From an optimization exercise on the open Yosys and OpenROAD flow, aimed at small area and a short achievable clock period; shortcuts taken in it are not production practice.
At most, simulation tests tie the RTL to the original design; equivalence was not proved.
Power figures rest on the tool's default switching activity, not on a simulated workload.

## v6
## ml_demodulator
module ml_demodulator(
    i_clk,
    i_reset,
    i_trig,
    i_y_hat,
    i_r,
    i_rd_rdy,
    o_rd_vld,
    o_llr,
    o_hard_bit
);
Size: ~4900 cells after synthesis, about 490 I/O pins.
export LEC_CHECK = 0
export CAP_MARGIN = 20
export CORE_MARGIN = 2
export CORE_UTILIZATION = 40
export SETUP_SLACK_MARGIN = 5
export SLEW_MARGIN = 20
export TNS_END_PERCENT = 0
create_clock -name core_clock -period 11.0 [get_ports {i_clk}]
standard.sh (not shown) runs the stock make flow with config.mk's settings and CLKGATE_MAP_FILE= SYNTH_SCRIPT=/design/flow/synth_recipe.tcl, a recipe that flattens the netlist after the stock synthesis.
==> flow/flow/run.sh <==
#!/bin/bash
set -euo pipefail
cd "$(dirname "$0")/.."
bash standard.sh synth > flow_synth.log 2>&1
bash standard.sh SETUP_SLACK_MARGIN=7.5 finish > flow_layout.log 2>&1
Input-level comparison between v7 and v6:
- removing TNS_END_PERCENT (formerly 0)
- setting ABC_CLOCK_PERIOD_IN_PS to 3000 for the first time
==> summary.txt <==
- STATUS worst hold slack: v7 wins against v6
- Run comparison: v7 cell at the slowest stage of the critical path fa_1; v6 cell at the slowest stage of the critical path or4_1
- Changes observed in v7 relative to v6: time the final worst path needs with I/O delays and setup decreased 0.079 ns; filler cell count in the final layout decreased 1072.
- Across both runs, number of cells on the critical path was higher for v7 than for v6.
- In v7, the clock network power share came out 2.9 points below the value in v6.
Function was not checked in any run of this note: the RTL went through the layout flow alone.

========
Setup of run 1:
Another version of the RTL of ml_demodulator (not shown whole).
Size: roughly 5300 cells after synthesis, ~1100 flip-flops, ~490 I/O pins, roughly 0.064 mm^2 of cells after synthesis.
Settings: LEC_CHECK=0, ABC_CLOCK_PERIOD_IN_PS=3000, CAP_MARGIN=20, CORE_MARGIN=2, CORE_UTILIZATION=40, SETUP_SLACK_MARGIN=5, SLEW_MARGIN=20; clock period 11.0 ns.
==> flow/flow/run.sh <==
#!/bin/bash
set -euo pipefail
cd "$(dirname "$0")/.."
bash standard.sh synth > flow_synth.log 2>&1
bash standard.sh SETUP_SLACK_MARGIN=7.0 \
  'CTS_ARGS=-sink_clustering_enable -repair_clock_nets -dont_use_dummy_load -sink_clustering_size 24 -buf_list sky130_fd_sc_hd__clkbuf_8' \
  finish > flow_layout.log 2>&1
Here is what was changed in the inputs of run 2 compared with run 1.
# run 1
export LEC_CHECK = 0
export ABC_CLOCK_PERIOD_IN_PS = 3000
export CAP_MARGIN = 20
export CORE_MARGIN = 2
export CORE_UTILIZATION = 40
export SETUP_SLACK_MARGIN = 5
export SLEW_MARGIN = 20
create_clock -name core_clock -period 11.0 [get_ports {i_clk}]
# run 2
export LEC_CHECK = 0
export CAP_MARGIN = 20
export CORE_MARGIN = 2
export CORE_UTILIZATION = 70
export PLACE_DENSITY = 0.8
export SETUP_SLACK_MARGIN = 5
export SLEW_MARGIN = 20
create_clock -name core_clock -period 11.0 [get_ports {i_clk}]
--- a/flow/flow/run.sh
+++ b/flow/flow/run.sh
@@ -6 +6 @@
-  'CTS_ARGS=-sink_clustering_enable -repair_clock_nets -dont_use_dummy_load -sink_clustering_size 24 -buf_list sky130_fd_sc_hd__clkbuf_8' \
+  'CTS_ARGS=-sink_clustering_enable -repair_clock_nets -dont_use_dummy_load' \
Results
- Diff run 1 -> run 2 | first-iteration DRC count | increase of 48%
- Compared with run 1, in run 2 final net count fell by 1.8%; routed via count divided by cell count increased 18%; critical path arrival lower.
- Looking at width of the chip, run 2 sits about 24% below run 1.
- Upper clock frequency limit up 0.0010 GHz in run 2 wrt run 1
- On run 2: overall die height is 97 um lower than what run 1 gave.
- The final reports for run 2 and run 1 show register-to-register slack higher in the former.
- Against run 1, wire length in run 2 fell by a few percent.
- The final reports for run 2 and run 1 show total number of cells along the worst setup path lower in the former.
- Compared run 2 vs run 1, and total number of tap cells is down in run 2.
#### Input delta (run 3 over run 2)
# run 2
export LEC_CHECK = 0
export CAP_MARGIN = 20
export CORE_MARGIN = 2
export CORE_UTILIZATION = 70
export PLACE_DENSITY = 0.8
export SETUP_SLACK_MARGIN = 5
export SLEW_MARGIN = 20
create_clock -name core_clock -period 11.0 [get_ports {i_clk}]
# run 3
export LEC_CHECK = 0
export ABC_CLOCK_PERIOD_IN_PS = 3000
export CAP_MARGIN = 20
export CORE_MARGIN = 2
export CORE_UTILIZATION = 40
export SETUP_SLACK_MARGIN = 5
export SLEW_MARGIN = 20
create_clock -name core_clock -period 11.0 [get_ports {i_clk}]
==> flow/flow/run.sh <==
#!/bin/bash
set -euo pipefail
cd "$(dirname "$0")/.."
bash standard.sh synth > flow_synth.log 2>&1
bash standard.sh SETUP_SLACK_MARGIN=7.5 finish > flow_layout.log 2>&1
## What came out
From run 2 to run 3, cts-stage hold buffer count did not move at all. Summary — area of the core, run 3 relative to run 2: higher, by 76%. Lower hold slack among run 2 and run 3: run 2. Summary of run 3 over run 2: setup slack saw an increase, detailed-routed wire length on met3 saw a decrease.
The inputs of run 4 differ from those of run 3 as listed below.
--- a/flow/flow/run.sh
+++ b/flow/flow/run.sh
@@ -5 +5 @@
-bash standard.sh SETUP_SLACK_MARGIN=7.5 finish > flow_layout.log 2>&1
+bash standard.sh SETUP_SLACK_MARGIN=6.6 finish > flow_layout.log 2>&1
==> comparison <==
Run 4 finished every step from synthesis to the final layout, and the layout passed the timing, DRC and antenna checks. Worst setup margin on run 4 is down relative to run 3. Compared with run 3, run 4 improves minimum setup slack after placement. Summary — depth of the worst register-to-register path, run 4 relative to run 3: lower, by 1.
### run 4 -> run 5
# run 4
export LEC_CHECK = 0
export ABC_CLOCK_PERIOD_IN_PS = 3000
export CAP_MARGIN = 20
export CORE_MARGIN = 2
export CORE_UTILIZATION = 40
export SETUP_SLACK_MARGIN = 5
export SLEW_MARGIN = 20
create_clock -name core_clock -period 11.0 [get_ports {i_clk}]
# run 5
export LEC_CHECK = 0
export CAP_MARGIN = 5
export CORE_MARGIN = 2
export CORE_UTILIZATION = 60
export PLACE_DENSITY = 0.7
export SETUP_SLACK_MARGIN = 5
export SLEW_MARGIN = 5
create_clock -name core_clock -period 11.0 [get_ports {i_clk}]
--- a/flow/flow/run.sh
+++ b/flow/flow/run.sh
@@ -5 +5,3 @@
-bash standard.sh SETUP_SLACK_MARGIN=6.6 finish > flow_layout.log 2>&1
+bash standard.sh SETUP_SLACK_MARGIN=7.0 \
+  'CTS_ARGS=-sink_clustering_enable -repair_clock_nets -dont_use_dummy_load' \
+  finish > flow_layout.log 2>&1
Run 5 ended with every stage complete and zero timing, DRC or antenna violations. Run 5 reports a higher power density over cell area than run 4 does. Cells: run 5 has fewer instances than run 4. Sequential share of layout area was higher in the run labelled run 4. Delta (run 5 minus run 4): global-route usage saw an increase; insertion delay to the later sink of the worst-skew pair shows a reduction of 0.07 ns. Compared with run 4, in run 5 clock power now sits lower; wire length of the first global-routing pass decreased by about 1.7% relative to the old numbers.

========
## before
ml_demodulator, a different RTL version from the one above (not shown whole).
Size in the first run: ~490 I/O pins.
==> flow/config.mk <==
export PLATFORM = sky130hd
export DESIGN_NAME = ml_demodulator
export DESIGN_NICKNAME = ml_demodulator
export VERILOG_FILES = /design/flow/design.v
export SDC_FILE = /design/flow/constraint.sdc
export NUM_CORES = 8
export LEC_CHECK = 0
export CAP_MARGIN = 20
export CORE_MARGIN = 2
export CORE_UTILIZATION = 60
export GPL_ROUTABILITY_DRIVEN = 0
export PLACE_DENSITY = 0.7
export SETUP_SLACK_MARGIN = 5
export SLEW_MARGIN = 20
==> flow/constraint.sdc <==
create_clock -name core_clock -period 11.0 [get_ports {i_clk}]
set_input_delay 2.2000 -clock core_clock [delete_from_list [all_inputs] [get_ports {i_clk}]]
set_output_delay 2.2000 -clock core_clock [all_outputs]
set_load 0.01 [all_outputs]
==> flow/flow/run.sh <==
#!/bin/bash
set -euo pipefail
cd "$(dirname "$0")/.."
bash standard.sh synth > flow_synth.log 2>&1
bash standard.sh SETUP_SLACK_MARGIN=7.0 \
  'CTS_ARGS=-sink_clustering_enable -repair_clock_nets -dont_use_dummy_load' \
  finish > flow_layout.log 2>&1
before reached the end of the flow, and the finished layout is clean on the timing, DRC and antenna checks.
The following lists how after was set up differently from before:
- a deleted GPL_ROUTABILITY_DRIVEN that had been 0
==> flow/flow/run.sh <==
#!/bin/bash
set -euo pipefail
cd "$(dirname "$0")/.."
bash standard.sh synth > flow_synth.log 2>&1
bash standard.sh SETUP_SLACK_MARGIN=7.0 \
  'CTS_ARGS=-sink_clustering_enable -repair_clock_nets -dont_use_dummy_load -sink_clustering_size 16 -sink_clustering_max_diameter 100' \
  finish > flow_layout.log 2>&1
==> comparison <==
after vs. before: count of clock-net buffers in the final layout has decreased; met3 layer usage reported by global route has increased; setup slack has decreased; core utilization has decreased.
Looking at fmax, after sits about 0.3% lower than before does.
The lower first-pass GRT wire length of before and after is in before.
Compared to before, after has clock tree skew after final layout 0.020 ns lower.
In after the clock latency on the worst-skew pair turned out 0.04 ns lower than in before.

========
Setup of job 3283:
ml_demodulator, a different RTL version from the one above (not shown whole).
Size: roughly 5300 cells after synthesis, ~1000 flip-flops.
clock: 11.0 ns
lec_check: 0
cap_margin: 20
core_margin: 2
core_utilization: 60
place_density: 0.7
setup_slack_margin: 5
slew_margin: 20
==> flow/flow/run.sh <==
#!/bin/bash
set -euo pipefail
cd "$(dirname "$0")/.."
bash standard.sh synth > flow_synth.log 2>&1
bash standard.sh SETUP_SLACK_MARGIN=7.0 \
  'CTS_ARGS=-sink_clustering_enable -repair_clock_nets -dont_use_dummy_load' \
  finish > flow_layout.log 2>&1
Job 3283 completed every stage of the flow, and the final layout passed the timing, DRC and antenna checks.
Edits applied to the flow inputs when going from job 3283 to job 9035:
# job 3283
export LEC_CHECK = 0
export CAP_MARGIN = 20
export CORE_MARGIN = 2
export CORE_UTILIZATION = 60
export PLACE_DENSITY = 0.7
export SETUP_SLACK_MARGIN = 5
export SLEW_MARGIN = 20
create_clock -name core_clock -period 11.0 [get_ports {i_clk}]
# job 9035
export LEC_CHECK = 0
export CAP_MARGIN = 20
export CORE_MARGIN = 2
export CORE_UTILIZATION = 70
export PLACE_DENSITY = 0.8
export SETUP_SLACK_MARGIN = 5
export SLEW_MARGIN = 20
create_clock -name core_clock -period 11.0 [get_ports {i_clk}]
==> summary.txt <==
Looking at cell at the slowest stage of the critical path, the sky130_fd_sc_hd__fa_1 result is from job 3283; the sky130_fd_sc_hd__edfxtp_1 one comes from job 9035.
First-pass GRT wire length is lower on job 3283
The worst slack on hold paths of job 9035 falls short of that of job 3283 by 0.035 ns.
[compare] base=job 3283 new=job 9035: post-layout minimum cycle time climbed 0.11 ns, post-synthesis to final-layout area growth dropped 0.96 points.
Summary of job 9035 over job 3283: overall die area decreased by 15000 um2 relative to the old numbers, peak fanout along the critical path decreased by 9 relative to the old numbers.
Comparing job 3283 and job 9035, number of cells in the finished layout apart from fillers is higher on job 3283.
Summary of the comparison: fraction of area in multi-input gates is higher in job 9035, relative to job 3283.
Of the two values seen for worst setup path startpoint, lane_n.s_temp[2][10] was produced by job 9035 and cw[28] by job 3283.
[inputs] job 7880 vs job 9035
# job 9035
export LEC_CHECK = 0
export CAP_MARGIN = 20
export CORE_MARGIN = 2
export CORE_UTILIZATION = 70
export PLACE_DENSITY = 0.8
export SETUP_SLACK_MARGIN = 5
export SLEW_MARGIN = 20
create_clock -name core_clock -period 11.0 [get_ports {i_clk}]
# job 7880
export LEC_CHECK = 0
export CAP_MARGIN = 20
export CORE_MARGIN = 2
export CORE_UTILIZATION = 60
export PLACE_DENSITY = 0.7
export SETUP_SLACK_MARGIN = 5
export SLEW_MARGIN = 20
create_clock -name core_clock -period 11.0 [get_ports {i_clk}]
--- a/flow/flow/run.sh
+++ b/flow/flow/run.sh
@@ -4,3 +4,3 @@
 bash standard.sh synth > flow_synth.log 2>&1
-bash standard.sh SETUP_SLACK_MARGIN=7.0 \
+bash standard.sh SETUP_SLACK_MARGIN=7.2 \
   'CTS_ARGS=-sink_clustering_enable -repair_clock_nets -dont_use_dummy_load' \
--- outcome ---
Per the final summary, job 7880 finished and its layout is clean on timing, DRC and antenna.
STATUS design area: job 7880 loses against job 9035
Clock latency at the later pin of the worst-skew pair in job 7880 is 0.02 ns above job 9035.
Final critical delay including setup and external delays: job 7880 better than job 9035
Total met3 wirelength after detailed routing in job 7880 is about 25% below job 9035.
Setup WNS job 9035 -> job 7880: better
Compared to job 9035, job 7880 has total via count after detailed routing about 2.6% lower.
Tap cell instance count, job 9035 and job 7880, lower one = job 9035.
Die: job 7880 bigger than job 9035
No run of this note included a check of the RTL's function; only the layout flow was run.

========
RTL: one of the versions met above, not the one the previous note started from.
Size: roughly 5300 cells after synthesis, roughly 1100 flip-flops, roughly 64000 um^2 of cells after synthesis.
Settings: LEC_CHECK=0, ABC_CLOCK_PERIOD_IN_PS=3000, CAP_MARGIN=20, CORE_MARGIN=2, CORE_UTILIZATION=40, SETUP_SLACK_MARGIN=5, SLEW_MARGIN=20; clock period 11.0 ns.
==> flow/flow/run.sh <==
#!/bin/bash
set -euo pipefail
cd "$(dirname "$0")/.."
bash standard.sh synth > flow_synth.log 2>&1
bash standard.sh SETUP_SLACK_MARGIN=7.0 \
  'CTS_ARGS=-sink_clustering_enable -repair_clock_nets -dont_use_dummy_load' \
  finish > flow_layout.log 2>&1
Next try:
ABC_CLOCK_PERIOD_IN_PS = default   (was 3000)
CORE_UTILIZATION = 60   (was 40)
PLACE_DENSITY = 0.7   (was default)
=> Total power fell by 1.2%. Wire length fell by 2.4%. Sequential power hardly moves. Synthesized cell count does not change. Final cell count fell by 9.1%. Worst setup slack gets better by 29 ps. Global-route usage rose by 9.8 points.
Next try:
==> flow/flow/run.sh (replaced) <==
#!/bin/bash
set -euo pipefail
cd "$(dirname "$0")/.."
bash standard.sh synth > flow_synth.log 2>&1
bash standard.sh SETUP_SLACK_MARGIN=7.0 finish > flow_layout.log 2>&1
ABC_CLOCK_PERIOD_IN_PS = 3000   (was default)
CORE_UTILIZATION = 40   (was 60)
PLACE_DENSITY = default   (was 0.7)
The changed run completed without violations.
Register-to-register slack gets worse by 40 ps.
Power is higher by a few percent.
Synthesized cell count stays the same.
Global-route usage is lower by 9.6 points.
Worst setup slack gets worse by 36 ps.

========
RTL: one of the versions met above, not the one the previous note started from.
For scale: about 1000 flip-flops, roughly 490 I/O pins, roughly 0.063 sq mm of cells after synthesis.
export LEC_CHECK = 0
export CAP_MARGIN = 20
export CORE_MARGIN = 2
export CORE_UTILIZATION = 60
export PLACE_DENSITY = 0.7
export SETUP_SLACK_MARGIN = 5
export SLEW_MARGIN = 20
create_clock -name core_clock -period 11.0 [get_ports {i_clk}]
==> flow/flow/run.sh <==
#!/bin/bash
set -euo pipefail
cd "$(dirname "$0")/.."
bash standard.sh synth > flow_synth.log 2>&1
bash standard.sh SETUP_SLACK_MARGIN=7.0 \
  'CTS_ARGS=-sink_clustering_enable -repair_clock_nets -dont_use_dummy_load' \
  finish > flow_layout.log 2>&1
The starting point went through all stages and came out clean.
Next try:
==> flow/flow/run.sh (replaced) <==
#!/bin/bash
set -euo pipefail
cd "$(dirname "$0")/.."
bash standard.sh synth > flow_synth.log 2>&1
bash standard.sh SETUP_SLACK_MARGIN=7.1 \
  'CTS_ARGS=-sink_clustering_enable -repair_clock_nets -dont_use_dummy_load -sink_clustering_size 20 -sink_clustering_max_diameter 120' \
  finish > flow_layout.log 2>&1
What happened: Worst setup slack is worse by 0.16 ns; cell area went up slightly; critical path depth went up by 5; fmax went down by a few percent; via count went up slightly; sequential power went down slightly; global-route usage went up by 0.31 points.
Next try:
==> flow/flow/run.sh (replaced) <==
#!/bin/bash
set -euo pipefail
cd "$(dirname "$0")/.."
bash standard.sh synth > flow_synth.log 2>&1
bash standard.sh SETUP_SLACK_MARGIN=6.9 \
  'CTS_ARGS=-sink_clustering_enable -repair_clock_nets -dont_use_dummy_load -sink_clustering_size 20 -sink_clustering_max_diameter 120' \
  finish > flow_layout.log 2>&1
Effect: The changed run completed with no timing, DRC or antenna violations; via count falls by a few percent; worst setup slack gains 0.027 ns; clock-buffer cell count does not change; total power falls by a few percent.

-- port drivers added, routing unchanged --
No port has a modelled driver above. Below, the same layouts with a new extraction and two added sets of constraints.
Step 1 (the two cells are an assumption about what drives the block):
set clk [get_ports {i_clk}]
set_driving_cell -lib_cell sky130_fd_sc_hd__clkbuf_16 $clk
set_driving_cell -lib_cell sky130_fd_sc_hd__buf_2 [delete_from_list [all_inputs] $clk]
Step 2 times the ports against the registers' clock, not the clock port: input delays grow and output delays shrink by t, the midpoint of the rising clock arrivals with the driver on.
a / b / c = no drivers / after step 1 / after step 2; a / b = the first two.
run	shift t [ns]	slack for setup (ns)	worst setup path after step 2
v6	0.826	6.318 / 6.318 / 5.776	input to register
v7	0.800	6.398 / 6.398 / 6.398	register to register
run 1	0.929	6.858 / 6.858 / 6.253	input to register
run 2	0.736	6.876 / 6.876 / 6.650	input to register
run 3	0.816	6.934 / 6.934 / 6.859	input to register
run 4	0.829	6.629 / 6.629 / 6.108	input to register
run 5	0.737	6.892 / 6.892 / 6.602	input to register
before	0.752	6.982 / 6.982 / 6.500	input to register
after	0.713	6.970 / 6.970 / 6.596	input to register
job 3283	0.754	6.969 / 6.969 / 6.632	input to register
job 9035	0.749	6.862 / 6.862 / 6.491	input to register
job 7880	0.760	6.925 / 6.925 / 6.731	input to register
the first run of note 5	0.775	6.906 / 6.906 / 6.605	input to register
the second run of note 5	0.738	6.935 / 6.935 / 6.655	input to register
the third run of note 5	0.800	6.900 / 6.900 / 6.564	input to register
the first run of note 6	0.752	7.005 / 7.005 / 6.580	input to register
the second run of note 6	0.760	6.848 / 6.848 / 6.536	input to register
the third run of note 6	0.752	6.875 / 6.875 / 6.521	input to register
After both steps setup and hold are still met in every run listed. The setup slack of run 1, which loses most, moves by 0.000 ns with the drivers and by -0.605 ns with both steps.
